Background: an optimization exercise with open tools, aiming at small area and a short achievable clock period. Do not read the settings as production practice.
Where RTL was checked, it was by simulation tests only, not by an equivalence proof against the original.

## old
==> flow/design.v <==
module Cordic (
  input  wire        in_clk,
  input  wire        in_rst,
  input  wire        in_enable,
  input  wire [15:0] in_x,
  input  wire [15:0] in_y,
  output wire        out_valid,
  output wire [18:0] out_phase,
  output wire [15:0] out_x,
  output wire [15:0] out_y
);
  function [18:0] atan;
    input integer i;
    begin
      case (i)
        0: atan = 19'h0c90f;
        1: atan = 19'h076b1;
        2: atan = 19'h03eb6;
        3: atan = 19'h01fd5;
        4: atan = 19'h00ffa;
        5: atan = 19'h007ff;
        6: atan = 19'h003ff;
        default: atan = 19'h001ff;
      endcase
    end
  endfunction
  reg [11:0] vld;
  always @(posedge in_clk or negedge in_rst)
    if (!in_rst) vld <= 12'b0;
    else         vld <= {vld[10:0], in_enable};
  assign out_valid = vld[11];
  reg signed [16:0] xr [0:8];
  reg signed [16:0] yr [0:8];
  reg        [7:0]  dr [1:8];    
  always @(posedge in_clk) begin
    xr[0] <= {in_x[15], in_x};
    yr[0] <= {in_y[15], in_y};
  end
  genvar i;
  generate
    for (i = 0; i < 8; i = i + 1) begin : g_stage
      wire               d  = yr[i][16];
      wire signed [16:0] xs = xr[i] >>> i;
      wire signed [16:0] ys = yr[i] >>> i;
      wire signed [16:0] xn = xr[i] + (ys ^ {17{d}}) + d;
      wire signed [16:0] yn = yr[i] + (xs ^ {17{~d}}) + !d;
      always @(posedge in_clk) begin
        xr[i+1] <= xn;
        yr[i+1] <= yn;
      end
      if (i == 0) begin : g_d0
        always @(posedge in_clk) dr[1] <= {7'b0, d};
      end else begin : g_dn
        always @(posedge in_clk) dr[i+1] <= (dr[i] & ((8'd1 << i) - 8'd1)) | ({7'b0, d} << i);
      end
    end
  endgenerate
  wire signed [31:0] ex = xr[8];
  wire signed [31:0] ey = yr[8];
  wire signed [31:0] px = (ex <<< 11) + (ex <<< 9) - (ex <<< 6) - (ex <<< 3) - ex;
  wire signed [31:0] py = (ey <<< 11) + (ey <<< 9) - (ey <<< 6) - (ey <<< 3) - ey;
  function [18:0] zsum;
    input [3:0] dirs;
    input integer base;
    integer k;
    begin
      zsum = 19'd0;
      for (k = 0; k < 4; k = k + 1)
        zsum = dirs[k] ? zsum - atan(base + k) : zsum + atan(base + k);
    end
  endfunction
  wire [18:0] zlo [0:15];
  wire [18:0] zhi [0:15];
  genvar j;
  generate
    for (j = 0; j < 16; j = j + 1) begin : g_ztab
      assign zlo[j] = zsum(j, 0);
      assign zhi[j] = zsum(j, 4);
    end
  endgenerate
  wire [18:0] z = zlo[dr[8][3:0]] + zhi[dr[8][7:4]];
  reg [15:0] ox, oy;
  reg [18:0] oz;
  always @(posedge in_clk) begin
    ox <= px[27:12];
    oy <= py[27:12];
    oz <= z;
  end
  assign out_x = ox;
  assign out_y = oy;
  assign out_phase = oz;
endmodule
module CordicVectoring (
  input  wire        in_clk,
  input  wire        in_rst,
  input  wire        in_enable,
  input  wire [15:0] in_x,
  input  wire [15:0] in_y,
  output wire        out_valid,
  output wire [18:0] out_phase,
  output wire [15:0] out_x,
  output wire [15:0] out_y
);
  Cordic u_cordic (
    .in_clk    (in_clk),
    .in_rst    (in_rst),
    .in_enable (in_enable),
    .in_x      (in_x),
    .in_y      (in_y),
    .out_valid (out_valid),
    .out_phase (out_phase),
    .out_x     (out_x),
    .out_y     (out_y)
  );
endmodule
Settings: LEC_CHECK=0, CAP_MARGIN=20, CORE_MARGIN=2, CORE_UTILIZATION=40, SLEW_MARGIN=20; clock period 9.0 ns.
run.sh (not shown) runs the stock make flow with config.mk's settings and CLKGATE_MAP_FILE= SYNTH_SCRIPT=/design/flow/synth_recipe.tcl, a recipe that flattens the netlist after the stock synthesis.
The inputs of new differ from those of old as listed below.
--- a/flow/design.v
+++ b/flow/design.v
@@ -23,16 +23,16 @@
         default: atan = 19'h001ff;
       endcase
     end
   endfunction
-  reg [11:0] vld;
+  reg [12:0] vld;
   always @(posedge in_clk or negedge in_rst)
-    if (!in_rst) vld <= 12'b0;
-    else         vld <= {vld[10:0], in_enable};
-  assign out_valid = vld[11];
+    if (!in_rst) vld <= 13'b0;
+    else         vld <= {vld[11:0], in_enable};
+  assign out_valid = vld[12];
   reg signed [16:0] xr [0:8];
   reg signed [16:0] yr [0:8];
-  reg        [7:0]  dr [1:8];    
+  reg        [7:0]  dr [1:9];    
   always @(posedge in_clk) begin
     xr[0] <= {in_x[15], in_x};
     yr[0] <= {in_y[15], in_y};
   end
@@ -41,25 +41,41 @@
     for (i = 0; i < 8; i = i + 1) begin : g_stage
       wire               d  = yr[i][16];
       wire signed [16:0] xs = xr[i] >>> i;
       wire signed [16:0] ys = yr[i] >>> i;
-      wire signed [16:0] xn = xr[i] + (ys ^ {17{d}}) + d;
-      wire signed [16:0] yn = yr[i] + (xs ^ {17{~d}}) + !d;
       always @(posedge in_clk) begin
-        xr[i+1] <= xn;
-        yr[i+1] <= yn;
+        xr[i+1] <= xr[i] + (ys ^ {17{d}}) + d;
+        yr[i+1] <= yr[i] + (xs ^ {17{~d}}) + !d;
       end
       if (i == 0) begin : g_d0
         always @(posedge in_clk) dr[1] <= {7'b0, d};
       end else begin : g_dn
         always @(posedge in_clk) dr[i+1] <= (dr[i] & ((8'd1 << i) - 8'd1)) | ({7'b0, d} << i);
       end
     end
   endgenerate
-  wire signed [31:0] ex = xr[8];
-  wire signed [31:0] ey = yr[8];
-  wire signed [31:0] px = (ex <<< 11) + (ex <<< 9) - (ex <<< 6) - (ex <<< 3) - ex;
-  wire signed [31:0] py = (ey <<< 11) + (ey <<< 9) - (ey <<< 6) - (ey <<< 3) - ey;
+  reg [15:0] xa, ya;      
+  reg [11:0] xb, yb;      
+  reg        xc, yc;      
+  function [28:0] gain1;   
+    input signed [16:0] v;
+    reg signed [18:0] a;
+    reg signed [23:0] b;
+    reg        [3:0]  lo;
+    begin
+      a  = (v <<< 2) + v;
+      b  = (v <<< 6) + (v <<< 3) + v;
+      lo = {1'b0, a[2:0]} - {1'b0, b[11:9]} - {3'b0, |v[8:0]};
+      gain1 = {lo[3], a[18:3], b[23:12]};
+    end
+  endfunction
+  wire [28:0] gx = gain1(xr[8]);
+  wire [28:0] gy = gain1(yr[8]);
+  always @(posedge in_clk) begin
+    {xc, xa, xb} <= gx;
+    {yc, ya, yb} <= gy;
+    dr[9]        <= dr[8];
+  end
   function [18:0] zsum;
     input [3:0] dirs;
     input integer base;
     integer k;
@@ -77,15 +93,14 @@
       assign zlo[j] = zsum(j, 0);
       assign zhi[j] = zsum(j, 4);
     end
   endgenerate
-  wire [18:0] z = zlo[dr[8][3:0]] + zhi[dr[8][7:4]];
   reg [15:0] ox, oy;
   reg [18:0] oz;
   always @(posedge in_clk) begin
-    ox <= px[27:12];
-    oy <= py[27:12];
-    oz <= z;
+    ox <= xa - {{4{xb[11]}}, xb} - xc;
+    oy <= ya - {{4{yb[11]}}, yb} - yc;
+    oz <= zlo[dr[9][3:0]] + zhi[dr[9][7:4]];
   end
   assign out_x = ox;
   assign out_y = oy;
   assign out_phase = oz;
==> comparison <==
What old reported for aggregate routed wire length has to be multiplied by 1.13 to get the figure for new. Lower adder and majority gate portion of the synthesized area goes to new over old. Launching instance or port of the critical path = u_cordic.yr[1][16]$_DFF_P_: new; launching instance or port of the critical path = u_cordic.xr[8][16]$_DFF_P_: old. Looking at critical path's slowest cell, the sky130_fd_sc_hd__dfxtp_1 result is from old; the sky130_fd_sc_hd__a2111oi_0 one comes from new. new: synthesized cell count is 477 higher than what old reported. Lower flip-flop and latch count goes to old over new. The number of buffers created by CTS in old is 0.873 times that in new. Going from old to new, number of vias in the routed layout shows an increase of 3,143, number of tap cells added at floorplan picked up an extra 104, all-layer global routing usage has decreased. old -> new: effective utilization at floorplan flat.
The RTL of old was laid out without a check of its function.

========
Another version of the RTL of CordicVectoring (not shown whole).
For scale: about 2800 cells after synthesis, roughly 87 I/O pins.
==> module Cordic, before the edit <==
module Cordic (
  input  wire        in_clk,
  input  wire        in_rst,
  input  wire        in_enable,
  input  wire [15:0] in_x,
  input  wire [15:0] in_y,
  output wire        out_valid,
  output wire [18:0] out_phase,
  output wire [15:0] out_x,
  output wire [15:0] out_y
);
  function [18:0] atan;
    input integer i;
    begin
      case (i)
        0: atan = 19'h0c90f;
        1: atan = 19'h076b1;
        2: atan = 19'h03eb6;
        3: atan = 19'h01fd5;
        4: atan = 19'h00ffa;
        5: atan = 19'h007ff;
        6: atan = 19'h003ff;
        default: atan = 19'h001ff;
      endcase
    end
  endfunction
  reg [12:0] vld;
  always @(posedge in_clk or negedge in_rst)
    if (!in_rst) vld <= 13'b0;
    else         vld <= {vld[11:0], in_enable};
  assign out_valid = vld[12];
  reg signed [16:0] xr [0:8];
  reg signed [16:0] yr [0:8];
  reg        [7:0]  dr [1:9];    
  always @(posedge in_clk) begin
    xr[0] <= {in_x[15], in_x};
    yr[0] <= {in_y[15], in_y};
  end
  genvar i;
  generate
    for (i = 0; i < 8; i = i + 1) begin : g_stage
      wire               d  = yr[i][16];
      wire signed [16:0] xs = xr[i] >>> i;
      wire signed [16:0] ys = yr[i] >>> i;
      wire        [16:0] xn, yn;
      padd #(.N(17), .ARCH(0)) u_xadd (.a(xr[i]), .b(ys ^ {17{d}}),  .cin(d),  .s(xn));
      padd #(.N(17), .ARCH(0)) u_yadd (.a(yr[i]), .b(xs ^ {17{~d}}), .cin(~d), .s(yn));
      always @(posedge in_clk) begin
        xr[i+1] <= xn;
        yr[i+1] <= yn;
      end
      if (i == 0) begin : g_d0
        always @(posedge in_clk) dr[1] <= {7'b0, d};
      end else begin : g_dn
        always @(posedge in_clk) dr[i+1] <= (dr[i] & ((8'd1 << i) - 8'd1)) | ({7'b0, d} << i);
      end
    end
  endgenerate
  reg [15:0] xa, ya;      
  reg [11:0] xb, yb;      
  reg        xc, yc;      
  function [28:0] gain1;   
    input signed [16:0] v;
    reg signed [18:0] a;
    reg signed [23:0] b;
    reg        [3:0]  lo;
    begin
      a  = (v <<< 2) + v;
      b  = (v <<< 6) + (v <<< 3) + v;
      lo = {1'b0, a[2:0]} - {1'b0, b[11:9]} - {3'b0, |v[8:0]};
      gain1 = {lo[3], a[18:3], b[23:12]};
    end
  endfunction
  wire [28:0] gx = gain1(xr[8]);
  wire [28:0] gy = gain1(yr[8]);
  always @(posedge in_clk) begin
    {xc, xa, xb} <= gx;
    {yc, ya, yb} <= gy;
    dr[9]        <= dr[8];
  end
  function [18:0] zsum;
    input [3:0] dirs;
    input integer base;
    integer k;
    begin
      zsum = 19'd0;
      for (k = 0; k < 4; k = k + 1)
        zsum = dirs[k] ? zsum - atan(base + k) : zsum + atan(base + k);
    end
  endfunction
  wire [18:0] zlo [0:15];
  wire [18:0] zhi [0:15];
  genvar j;
  generate
    for (j = 0; j < 16; j = j + 1) begin : g_ztab
      assign zlo[j] = zsum(j, 0);
      assign zhi[j] = zsum(j, 4);
    end
  endgenerate
  reg [15:0] ox, oy;
  reg [18:0] oz;
  always @(posedge in_clk) begin
    ox <= xa - {{4{xb[11]}}, xb} - xc;
    oy <= ya - {{4{yb[11]}}, yb} - yc;
    oz <= zlo[dr[9][3:0]] + zhi[dr[9][7:4]];
  end
  assign out_x = ox;
  assign out_y = oy;
  assign out_phase = oz;
endmodule
==> module padd, before the edit <==
module padd #(parameter N = 17, ARCH = 0) (
  input  wire [N-1:0] a,
  input  wire [N-1:0] b,
  input  wire         cin,
  output wire [N-1:0] s
);
  localparam W = N + 1;              
  localparam L = $clog2(W);
  localparam D = 2 * L;              
  wire [W*(D+1)-1:0] g, p;           
  assign g[W-1:0] = {a & b, cin};
  assign p[W-1:0] = {a ^ b, 1'b0};
  genvar l, k;
  generate
    for (l = 0; l < D; l = l + 1) begin : lv
      for (k = 0; k < W; k = k + 1) begin : bt
        localparam integer J =
          (ARCH == 0) ? ((l < L && ((k >> l) & 1)) ? ((k >> l) << l) - 1 : -1) :
          (ARCH == 2) ? ((l < L && k >= (1 << l)) ? k - (1 << l) : -1) :
          (l < L) ? ((((k + 1) % (2 << l)) == 0) ? k - (1 << l) : -1) :
          (l < 2 * L - 1) ? (((((k + 1) % (2 << (2 * L - 2 - l))) == (1 << (2 * L - 2 - l))) &&
                              k >= (2 << (2 * L - 2 - l))) ? k - (1 << (2 * L - 2 - l)) : -1) : -1;
        if (J >= 0) begin : c
          assign g[(l+1)*W+k] = g[l*W+k] | (p[l*W+k] & g[l*W+J]);
          assign p[(l+1)*W+k] = p[l*W+k] & p[l*W+J];
        end else begin : n
          assign g[(l+1)*W+k] = g[l*W+k];
          assign p[(l+1)*W+k] = p[l*W+k];
        end
      end
    end
  endgenerate
  assign s = p[W-1:1] ^ g[D*W+N-1:D*W];
endmodule
Settings: LEC_CHECK=0, CAP_MARGIN=20, CORE_MARGIN=2, CORE_UTILIZATION=40, SLEW_MARGIN=20; clock period 9.0 ns.
standard.sh (not shown) runs the stock make flow with config.mk's settings and CLKGATE_MAP_FILE= SYNTH_SCRIPT=/design/flow/synth_recipe.tcl, a recipe that flattens the netlist after the stock synthesis.
==> flow/flow/run.sh <==
#!/bin/bash
set -euo pipefail
bash standard.sh \
  SETUP_SLACK_MARGIN=${MARGIN:-6.4} \
  "BUFFER_PORTS_ARGS=-buffer_cell sky130_fd_sc_hd__buf_2" \
  finish > standard.log 2>&1
The starting point produced a clean layout.
Change:
--- a/flow/design.v
+++ b/flow/design.v
@@ -42,12 +42,9 @@
       wire               d  = yr[i][16];
       wire signed [16:0] xs = xr[i] >>> i;
       wire signed [16:0] ys = yr[i] >>> i;
-      wire        [16:0] xn, yn;
-      padd #(.N(17), .ARCH(0)) u_xadd (.a(xr[i]), .b(ys ^ {17{d}}),  .cin(d),  .s(xn));
-      padd #(.N(17), .ARCH(0)) u_yadd (.a(yr[i]), .b(xs ^ {17{~d}}), .cin(~d), .s(yn));
       always @(posedge in_clk) begin
-        xr[i+1] <= xn;
-        yr[i+1] <= yn;
+        xr[i+1] <= xr[i] + (ys ^ {17{d}}) + d;
+        yr[i+1] <= yr[i] + (xs ^ {17{~d}}) + !d;
       end
       if (i == 0) begin : g_d0
         always @(posedge in_clk) dr[1] <= {7'b0, d};
@@ -108,40 +105,6 @@
   assign out_y = oy;
   assign out_phase = oz;
 endmodule
-module padd #(parameter N = 17, ARCH = 0) (
-  input  wire [N-1:0] a,
-  input  wire [N-1:0] b,
-  input  wire         cin,
-  output wire [N-1:0] s
-);
-  localparam W = N + 1;              
-  localparam L = $clog2(W);
-  localparam D = 2 * L;              
-  wire [W*(D+1)-1:0] g, p;           
-  assign g[W-1:0] = {a & b, cin};
-  assign p[W-1:0] = {a ^ b, 1'b0};
-  genvar l, k;
-  generate
-    for (l = 0; l < D; l = l + 1) begin : lv
-      for (k = 0; k < W; k = k + 1) begin : bt
-        localparam integer J =
-          (ARCH == 0) ? ((l < L && ((k >> l) & 1)) ? ((k >> l) << l) - 1 : -1) :
-          (ARCH == 2) ? ((l < L && k >= (1 << l)) ? k - (1 << l) : -1) :
-          (l < L) ? ((((k + 1) % (2 << l)) == 0) ? k - (1 << l) : -1) :
-          (l < 2 * L - 1) ? (((((k + 1) % (2 << (2 * L - 2 - l))) == (1 << (2 * L - 2 - l))) &&
-                              k >= (2 << (2 * L - 2 - l))) ? k - (1 << (2 * L - 2 - l)) : -1) : -1;
-        if (J >= 0) begin : c
-          assign g[(l+1)*W+k] = g[l*W+k] | (p[l*W+k] & g[l*W+J]);
-          assign p[(l+1)*W+k] = p[l*W+k] & p[l*W+J];
-        end else begin : n
-          assign g[(l+1)*W+k] = g[l*W+k];
-          assign p[(l+1)*W+k] = p[l*W+k];
-        end
-      end
-    end
-  endgenerate
-  assign s = p[W-1:1] ^ g[D*W+N-1:D*W];
-endmodule
 module CordicVectoring (
   input  wire        in_clk,
   input  wire        in_rst,
Result:
- count of clock-buffer cells in the layout rose by 1
- final area rose by a few percent
- worst setup slack gets worse by 0.0033 ns
- non-clock buffer count fell by 29
- sequential share of layout area fell by 0.59 points
- die area rose by a few percent
- area after synthesis rose by a few percent
- global-route usage fell by 0.20 points
- worst hold slack gets better by 0.0068 ns
- fmax stays flat
- synthesized cell count rose by a little under a tenth
- utilization fell by 0.88 points
- via count rose by a little under a tenth
- cell count rose by a few percent
No functional check of the RTL was part of the first run of this note.

[static timing again, ports no longer ideal]
The results above use ideal ports. As a check the final layouts listed here were re-extracted and re-timed, cells and wires unchanged. Step 1 (the two cells are an assumption about what drives the block):
set clk [get_ports {in_clk}]
set_driving_cell -lib_cell sky130_fd_sc_hd__clkbuf_16 $clk
set_driving_cell -lib_cell sky130_fd_sc_hd__buf_2 [delete_from_list [all_inputs] $clk]
Step 2 moves the port delays by t, midway between the first and last clock arrival at a register: inputs arrive t later, outputs are due t later. That takes back most of the time a late clock gives input paths. a / b / c = ideal ports / drivers / drivers and shift; a / b = the first two.
run	shift t [ns]	setup slack, ns	hold slack, ns	pins driven straight from the clock port
old	0.643	4.421 / 4.421 / 4.421	0.323 / 0.323 / 0.323	1
new	0.671	5.583 / 5.536 / 5.583	0.324 / 0.324 / 0.324	1
the first run of note 2	0.671	6.111 / 6.049 / 6.120	0.314 / 0.314 / 0.314	1
the second run of note 2	0.659	6.107 / 6.060 / 6.107	0.321 / 0.321 / 0.321	1
After both steps setup and hold are still met in every run listed.
